Source: an optimization exercise on an open RTL-to-GDS flow (aim: small area, a short achievable clock period and few clock cycles). Production flows keep margins and buffers that such runs may drop.

==> trial 84: inputs <==
==> flow/design.v <==
typedef enum logic[3:0] {
    ALU_NOP,
    ALU_ADD,
    ALU_SUB,
    ALU_MUL,
    ALU_DIV,
    ALU_MOD,
    ALU_CMP,
    ALU_RESERVED,
    ALU_SHL,
    ALU_SHR,
    ALU_XOR,
    ALU_AND,
    ALU_OR,
    ALU_NOT,
    ALU_BSET,
    ALU_BRESET
} ALUInstruction;
typedef enum logic[3:0] {
    FPU_NOP,
    FPU_INT_TO_FLOAT,
    FPU_FLOAT_TO_INT,
    FPU_ADD,
    FPU_SUB,
    FPU_MUL,
    FPU_DIV,
    FPU_CMP,
    FPU_FLAGS
} FPUInstruction;
typedef enum logic[2:0] {
    DATA_NOP,
    DATA_REG_TO_ACCU,
    DATA_ACCU_TO_REG,
    DATA_LOAD,
    DATA_STORE,
    DATA_SWAP,
    DATA_RESERVED0,
    DATA_RESERVED1
} DataInstruction;
typedef enum logic[3:0] {
    CONTROL_NOP,
    CONTROL_FLAG_TO_REG0,
    CONTROL_REG0_TO_FLAG,
    CONTROL_STACK_TO_REG0,
    CONTROL_REG0_TO_STACK,
    CONTROL_IP_TO_REG0,
    CONTROL_REG0_TO_IP,
    CONTROL_CPU_TO_REG1,
    CONTROL_REG1_TO_CPU,
    CONTROL_CALL_SYS,
    CONTROL_RET_USER,
    CONTROL_JUMP_REL,
    CONTROL_JUMP_ABS,
    CONTROL_CALL,
    CONTROL_RETURN
} ControlInstruction;
typedef enum logic[1:0] {
    STACK_NOP,
    STACK_PUSH,
    STACK_POP
} StackInstruction;
typedef logic[4:0] Arg;
typedef struct packed {
    logic z;
    logic nz;
    logic n;
    logic nn;
    logic c;
    logic nc;
    logic o;
    logic no;
} Conditionals;
typedef struct packed {
    logic move_bits;
    logic alu_use_carry;
    ALUInstruction alu;
    FPUInstruction fpu;
    logic accu_override;
    DataInstruction data;
    ControlInstruction control;
    StackInstruction stack;
    Arg arg_alu;
    Arg arg_fpu;
    Arg arg_data;
    Arg arg_control;
    Arg arg_stack;
    logic reserved;
    Conditionals conditionals;
} Instruction;
module ALU(
    input wire i_clk, i_rst,
    input wire i_start,
    input wire [3:0] i_inst,
    input wire[63:0] i_data0, i_data1,
    input wire i_c,
    output reg o_wait,
    output reg o_finished,
    output reg[63:0] o_result,
    output reg o_c,
    output wire o_o, o_z, o_n,
    output wire o_error_div_by_zero
);
    assign o_o = o_c & i_data0[63] & i_data1[63];
    assign o_z = o_result == 0;
    assign o_n = o_result[63];
    wire d1_zero = i_data1 == 0;
    wire is_divmod = (i_inst == ALU_DIV) | (i_inst == ALU_MOD);
    assign o_error_div_by_zero = is_divmod && d1_zero;
    reg m_mul;           
    reg m_mod;           
    reg [63:0] ra;       
    reg [64:0] rb;       
    reg [4:0] cnt;       
    wire is_sub = (i_inst == ALU_SUB) | (i_inst == ALU_CMP);
    wire [63:0] add_b = is_sub ? ~i_data1 : i_data1;
    wire [64:0] add_s = {1'b0, i_data0} + {1'b0, add_b} + {64'd0, i_c ^ is_sub};
    wire add_c = add_s[64] ^ is_sub;
    function automatic [6:0] lzc64(input [63:0] v);
        integer i;
        reg found;
        begin
            lzc64 = 7'd64;
            found = 0;
            for (i = 63; i >= 0; i = i - 1)
                if (!found && v[i]) begin
                    lzc64 = 7'd63 - i[6:0];
                    found = 1;
                end
        end
    endfunction
    wire [6:0] lz0 = lzc64(i_data0);
    wire [6:0] lz1 = lzc64(i_data1);
    wire [7:0] jdiff = {1'b0, lz1} - {1'b0, lz0};    
    wire div_none = jdiff[7];                        
    wire [5:0] je = jdiff[5:0] | 6'd1;               
    wire is_shr = i_inst == ALU_SHR;
    reg [64:0] sh_in;
    integer k;
    always @(*) begin
        if (is_divmod)
            sh_in = {1'b0, i_data1};
        else if (is_shr)
            for (k = 0; k < 65; k = k + 1) sh_in[k] = (k == 0) ? i_c : i_data0[64 - k];
        else
            sh_in = {i_data0, i_c};
    end
    wire [6:0] sh_amt = is_divmod ? {1'b0, je} : i_data1[6:0];
    wire sh_big = !is_divmod && (i_data1[63:7] != 0);
    wire [64:0] sh_raw = sh_in << sh_amt;
    wire [64:0] sh_out = sh_big ? 65'd0 : sh_raw;
    reg [64:0] shr_out;
    always @(*)
        for (k = 0; k < 65; k = k + 1) shr_out[k] = sh_out[64 - k];
    wire [63:0] bit_mask = (i_data1[63:6] == 0) ? (64'd1 << i_data1[5:0]) : 64'd0;
    wire [63:0] mul_a   = o_wait ? ra : i_data0;
    wire [7:0]  mul_b   = o_wait ? rb[7:0] : i_data1[7:0];
    wire [63:0] mul_acc = o_wait ? o_result : 64'd0;
    wire [63:0] mul_sum = mul_acc + mul_a * mul_b;
    function automatic [3:0] nbytes(input [63:0] v);
        integer i;
        begin
            nbytes = 0;
            for (i = 0; i < 8; i = i + 1)
                if (v[8*i +: 8] != 0) nbytes = i + 1;
        end
    endfunction
    wire mul_swap = ({1'b0, nbytes(i_data0)} + 5'd1) < {1'b0, nbytes(i_data1)};
    wire [63:0] mul_ra0 = mul_swap ? {i_data1[63:8], 8'd0} : {i_data0[55:0], 8'd0};
    wire [63:0] mul_rb0 = mul_swap ? i_data0 : {8'd0, i_data1[63:8]};
    wire [65:0] dv_t1 = {2'b0, ra} - {1'b0, rb};
    wire dv_q1 = !dv_t1[65];
    wire [63:0] dv_r1 = dv_q1 ? dv_t1[63:0] : ra;
    wire [64:0] dv_d2 = rb >> 1;
    wire [65:0] dv_t2 = {2'b0, dv_r1} - {1'b0, dv_d2};
    wire dv_q2 = !dv_t2[65];
    wire [63:0] dv_r2 = dv_q2 ? dv_t2[63:0] : dv_r1;
    always @(posedge i_clk or posedge i_rst) begin
        if (i_rst) begin
            o_wait <= 0;
            o_finished <= 0;
            o_c <= 0;
        end else if (o_wait) begin
            if (m_mul) begin
                o_result <= mul_sum;
                ra <= {ra[55:0], 8'd0};
                rb <= {8'd0, rb[64:8]};
                if (rb[63:8] == 0) begin
                    o_wait <= 0;
                    o_finished <= 1;
                end
            end else begin
                ra <= dv_r2;
                rb <= {2'b0, rb[64:2]};
                cnt <= cnt - 1;
                o_result <= m_mod ? dv_r2 : {o_result[61:0], dv_q1, dv_q2};
                if (cnt == 0) begin
                    o_wait <= 0;
                    o_finished <= 1;
                end
            end
        end else if (i_start) begin
            o_finished <= 1;
            case (i_inst)
                ALU_ADD, ALU_SUB, ALU_CMP: begin
                    o_result <= add_s[63:0];
                    o_c <= add_c;
                end
                ALU_SHL: {o_c, o_result} <= sh_out;
                ALU_SHR: {o_c, o_result} <= shr_out;
                ALU_XOR: o_result <= i_data0 ^ i_data1;
                ALU_AND: o_result <= i_data0 & i_data1;
                ALU_OR: o_result <= i_data0 | i_data1;
                ALU_NOT: o_result <= ~i_data0;
                ALU_BSET: o_result <= i_data0 | bit_mask;
                ALU_BRESET: o_result <= i_data0 & ~bit_mask;
                ALU_MUL: begin
                    o_result <= mul_sum;
                    m_mul <= 1;
                    ra <= mul_ra0;
                    rb <= {1'b0, mul_rb0};
                    if (mul_rb0 != 0) begin
                        o_wait <= 1;
                        o_finished <= 0;
                    end
                end
                ALU_DIV, ALU_MOD: begin
                    m_mul <= 0;
                    m_mod <= i_inst == ALU_MOD;
                    ra <= i_data0;
                    rb <= sh_out;
                    cnt <= je[5:1];
                    if (d1_zero)
                        o_result <= 0;
                    else if (div_none)
                        o_result <= (i_inst == ALU_MOD) ? i_data0 : 64'd0;
                    else begin
                        o_result <= 0;
                        o_wait <= 1;
                        o_finished <= 0;
                    end
                end
                default: o_result <= 0;
            endcase
        end else begin
            o_finished <= 0;
        end
    end
endmodule
==> flow/run.sh <==
#!/bin/bash
# synth_recipe.tcl (not shown) runs the flow's synth.tcl, then flattens the netlist and writes it again
# the make line also repeats each setting of config.mk as NAME=value (left out here)
make -C /OpenROAD-flow-scripts/flow DESIGN_CONFIG=/design/flow/config.mk WORK_HOME=/design/flow/orfs CLKGATE_MAP_FILE= SYNTH_SCRIPT=/design/flow/synth_recipe.tcl finish
==> flow/config.mk <==
export PLATFORM = sky130hd
export DESIGN_NAME = ALU
export DESIGN_NICKNAME = ALU
export VERILOG_FILES = /design/flow/design.v
export SDC_FILE = /design/flow/constraint.sdc
export NUM_CORES = 4
export LEC_CHECK = 0
export CAP_MARGIN = 40
export CORE_MARGIN = 2
export CORE_UTILIZATION = 35
export SLEW_MARGIN = 20
==> flow/constraint.sdc <==
create_clock -name core_clock -period 13.0 [get_ports {i_clk}]
set_input_delay 2.6000 -clock core_clock [delete_from_list [all_inputs] [get_ports {i_clk}]]
set_output_delay 2.6000 -clock core_clock [all_outputs]
set_load 0.01 [all_outputs]
==> inputs of build 33, as changes to trial 84 <==
--- a/flow/design.v
+++ b/flow/design.v
@@ -101,4 +101,19 @@
     output wire o_error_div_by_zero
 );
+    reg [63:0] rs, rc;   
+    reg rcin;
+    reg cadd;            
+    reg cinv;            
+    reg c_keep;          
+    reg m_mul;           
+    reg m_mod;           
+    reg [63:0] ra;       
+    reg [64:0] rb;       
+    reg [4:0] cnt;       
+    wire [64:0] res_sum = {1'b0, rs} + {1'b0, rc} + {64'd0, rcin};
+    always @(*) begin
+        o_result = res_sum[63:0];
+        o_c = cadd ? (res_sum[64] ^ cinv) : c_keep;
+    end
     assign o_o = o_c & i_data0[63] & i_data1[63];
     assign o_z = o_result == 0;
@@ -107,13 +122,4 @@
     wire is_divmod = (i_inst == ALU_DIV) | (i_inst == ALU_MOD);
     assign o_error_div_by_zero = is_divmod && d1_zero;
-    reg m_mul;           
-    reg m_mod;           
-    reg [63:0] ra;       
-    reg [64:0] rb;       
-    reg [4:0] cnt;       
-    wire is_sub = (i_inst == ALU_SUB) | (i_inst == ALU_CMP);
-    wire [63:0] add_b = is_sub ? ~i_data1 : i_data1;
-    wire [64:0] add_s = {1'b0, i_data0} + {1'b0, add_b} + {64'd0, i_c ^ is_sub};
-    wire add_c = add_s[64] ^ is_sub;
     function automatic [6:0] lzc64(input [63:0] v);
         integer i;
@@ -153,8 +159,29 @@
         for (k = 0; k < 65; k = k + 1) shr_out[k] = sh_out[64 - k];
     wire [63:0] bit_mask = (i_data1[63:6] == 0) ? (64'd1 << i_data1[5:0]) : 64'd0;
-    wire [63:0] mul_a   = o_wait ? ra : i_data0;
-    wire [7:0]  mul_b   = o_wait ? rb[7:0] : i_data1[7:0];
-    wire [63:0] mul_acc = o_wait ? o_result : 64'd0;
-    wire [63:0] mul_sum = mul_acc + mul_a * mul_b;
+    wire [63:0] mul_a = o_wait ? ra : i_data0;
+    wire [7:0]  mul_b = o_wait ? rb[7:0] : i_data1[7:0];
+    wire [63:0] acc_s = o_wait ? rs : 64'd0;
+    wire [63:0] acc_c = o_wait ? rc : 64'd0;
+    reg [63:0] pp [0:7];
+    always @(*)
+        for (k = 0; k < 8; k = k + 1) pp[k] = mul_b[k] ? (mul_a << k) : 64'd0;
+    function automatic [127:0] csa(input [63:0] a, input [63:0] b, input [63:0] c);
+        reg [63:0] s, cy;
+        begin
+            s = a ^ b ^ c;
+            cy = (a & b) | (a & c) | (b & c);
+            csa = {cy[62:0], 1'b0, s};
+        end
+    endfunction
+    wire [127:0] l1a = csa(pp[0], pp[1], pp[2]);
+    wire [127:0] l1b = csa(pp[3], pp[4], pp[5]);
+    wire [127:0] l1c = csa(pp[6], pp[7], acc_s);
+    wire [127:0] l2a = csa(l1a[63:0], l1a[127:64], l1b[63:0]);
+    wire [127:0] l2b = csa(l1b[127:64], l1c[63:0], l1c[127:64]);
+    wire [127:0] l3a = csa(l2a[63:0], l2a[127:64], l2b[63:0]);
+    wire [127:0] l4a = csa(l3a[63:0], l3a[127:64], l2b[127:64]);
+    wire [127:0] l5a = csa(l4a[63:0], l4a[127:64], acc_c);
+    wire [63:0] mul_s = l5a[63:0];
+    wire [63:0] mul_c = l5a[127:64];
     function automatic [3:0] nbytes(input [63:0] v);
         integer i;
@@ -179,69 +206,90 @@
             o_wait <= 0;
             o_finished <= 0;
-            o_c <= 0;
-        end else if (o_wait) begin
+            c_keep <= 0;
+            cadd <= 0;
+        end else begin
+            o_finished <= 0;
+            if (o_finished) begin
+                c_keep <= o_c;
+                cadd <= 0;
+            end
+            if (o_wait) begin
+                if (m_mul ? (rb[63:8] == 0) : (cnt == 0)) begin
+                    o_wait <= 0;
+                    o_finished <= 1;
+                end
+            end else if (i_start) begin
+                o_finished <= 1;
+                case (i_inst)
+                    ALU_ADD, ALU_SUB, ALU_CMP: cadd <= 1;
+                    ALU_SHL: c_keep <= sh_out[64];
+                    ALU_SHR: c_keep <= shr_out[64];
+                    ALU_MUL:
+                        if (mul_rb0 != 0) begin
+                            o_wait <= 1;
+                            o_finished <= 0;
+                        end
+                    ALU_DIV, ALU_MOD:
+                        if (!d1_zero && !div_none) begin
+                            o_wait <= 1;
+                            o_finished <= 0;
+                        end
+                    default: ;
+                endcase
+            end
+        end
+    end
+    wire is_sub = (i_inst == ALU_SUB) | (i_inst == ALU_CMP);
+    always @(posedge i_clk) begin
+        if (o_wait) begin
+            rcin <= 0;
             if (m_mul) begin
-                o_result <= mul_sum;
+                rs <= mul_s;
+                rc <= mul_c;
                 ra <= {ra[55:0], 8'd0};
                 rb <= {8'd0, rb[64:8]};
-                if (rb[63:8] == 0) begin
-                    o_wait <= 0;
-                    o_finished <= 1;
-                end
             end else begin
                 ra <= dv_r2;
                 rb <= {2'b0, rb[64:2]};
                 cnt <= cnt - 1;
-                o_result <= m_mod ? dv_r2 : {o_result[61:0], dv_q1, dv_q2};
-                if (cnt == 0) begin
-                    o_wait <= 0;
-                    o_finished <= 1;
-                end
-            end
-        end else if (i_start) begin
-            o_finished <= 1;
+                rs <= m_mod ? dv_r2 : {rs[61:0], dv_q1, dv_q2};
+                rc <= 0;
+            end
+        end else begin
+            rcin <= 0;
+            rc <= 0;
+            cinv <= is_sub;
+            m_mul <= i_inst == ALU_MUL;
+            m_mod <= i_inst == ALU_MOD;
+            cnt <= je[5:1];
             case (i_inst)
                 ALU_ADD, ALU_SUB, ALU_CMP: begin
-                    o_result <= add_s[63:0];
-                    o_c <= add_c;
-                end
-                ALU_SHL: {o_c, o_result} <= sh_out;
-                ALU_SHR: {o_c, o_result} <= shr_out;
-                ALU_XOR: o_result <= i_data0 ^ i_data1;
-                ALU_AND: o_result <= i_data0 & i_data1;
-                ALU_OR: o_result <= i_data0 | i_data1;
-                ALU_NOT: o_result <= ~i_data0;
-                ALU_BSET: o_result <= i_data0 | bit_mask;
-                ALU_BRESET: o_result <= i_data0 & ~bit_mask;
+                    rs <= i_data0;
+                    rc <= is_sub ? ~i_data1 : i_data1;
+                    rcin <= i_c ^ is_sub;
+                end
+                ALU_SHL: rs <= sh_out[63:0];
+                ALU_SHR: rs <= shr_out[63:0];
+                ALU_XOR: rs <= i_data0 ^ i_data1;
+                ALU_AND: rs <= i_data0 & i_data1;
+                ALU_OR: rs <= i_data0 | i_data1;
+                ALU_NOT: rs <= ~i_data0;
+                ALU_BSET: rs <= i_data0 | bit_mask;
+                ALU_BRESET: rs <= i_data0 & ~bit_mask;
                 ALU_MUL: begin
-                    o_result <= mul_sum;
-                    m_mul <= 1;
-                    ra <= mul_ra0;
-                    rb <= {1'b0, mul_rb0};
-                    if (mul_rb0 != 0) begin
-                        o_wait <= 1;
-                        o_finished <= 0;
-                    end
-                end
-                ALU_DIV, ALU_MOD: begin
-                    m_mul <= 0;
-                    m_mod <= i_inst == ALU_MOD;
-                    ra <= i_data0;
-                    rb <= sh_out;
-                    cnt <= je[5:1];
-                    if (d1_zero)
-                        o_result <= 0;
-                    else if (div_none)
-                        o_result <= (i_inst == ALU_MOD) ? i_data0 : 64'd0;
-                    else begin
-                        o_result <= 0;
-                        o_wait <= 1;
-                        o_finished <= 0;
-                    end
-                end
-                default: o_result <= 0;
+                    rs <= mul_s;
+                    rc <= mul_c;
+                end
+                ALU_DIV, ALU_MOD:
+                    rs <= (div_none && i_inst == ALU_MOD && !d1_zero) ? i_data0 : 64'd0;
+                default: rs <= 0;
             endcase
-        end else begin
-            o_finished <= 0;
+            if (i_inst == ALU_MUL) begin
+                ra <= mul_ra0;
+                rb <= {1'b0, mul_rb0};
+            end else begin
+                ra <= i_data0;
+                rb <= sh_out;
+            end
         end
     end
--- a/flow/config.mk
+++ b/flow/config.mk
@@ -9,3 +9,4 @@
 export CORE_MARGIN = 2
 export CORE_UTILIZATION = 35
+export SETUP_SLACK_MARGIN = 5
 export SLEW_MARGIN = 20
==> notes.md <==
Of trial 84 and build 33, trial 84 has the higher wire length (gap about 0.55%, measured against build 33). Against trial 84, the die area of build 33 is smaller by about 3.3%. In trial 84 the non-clock buffer count is lower than in build 33, by 145. Worst setup slack: build 33 is higher than trial 84 (2200 ps). In final cell count, build 33 and trial 84 hardly differ. In trial 84 the worst hold slack is better than in build 33, by 75 ps. Against trial 84, the sequential share of layout area of build 33 is lower by 1.1 points. Via count: trial 84 is higher than build 33 (1.2%).
No run of this note included a check of the RTL's function; only the layout flow was run.

re-timing with driven ports:
The results above use ideal ports. As a check the final layouts listed here were re-extracted and re-timed, cells and wires unchanged. Step 1 (the two cells are an assumption about what drives the block):
set clk [get_ports {i_clk}]
set_driving_cell -lib_cell sky130_fd_sc_hd__clkbuf_16 $clk
set_driving_cell -lib_cell sky130_fd_sc_hd__buf_2 [delete_from_list [all_inputs] $clk]
Step 2, shift: input delay + t, output delay - t, t = (earliest + latest rising clock arrival at the registers) / 2. This alone moves slack from input paths to output paths. a / b / c = ideal / step 1 / step 2; a / b = the first two.
run | shift t [ns] | setup WS [ns] | worst setup path after step 2 | slew at the worst register clock pin (ns) | worst data-port slew with drivers (ns)
trial 84 | 0.643 | 1.919 / 1.955 / 1.311 | input to register | 0.08 / 0.08 | 0.20
build 33 | 0.720 | 4.116 / 4.027 / 4.175 | input to register | 0.08 / 0.08 | 0.07
After both steps every run listed still meets setup and hold. The setup slack of trial 84, which loses most, moves by +0.036 ns with the drivers and by -0.608 ns with both steps.
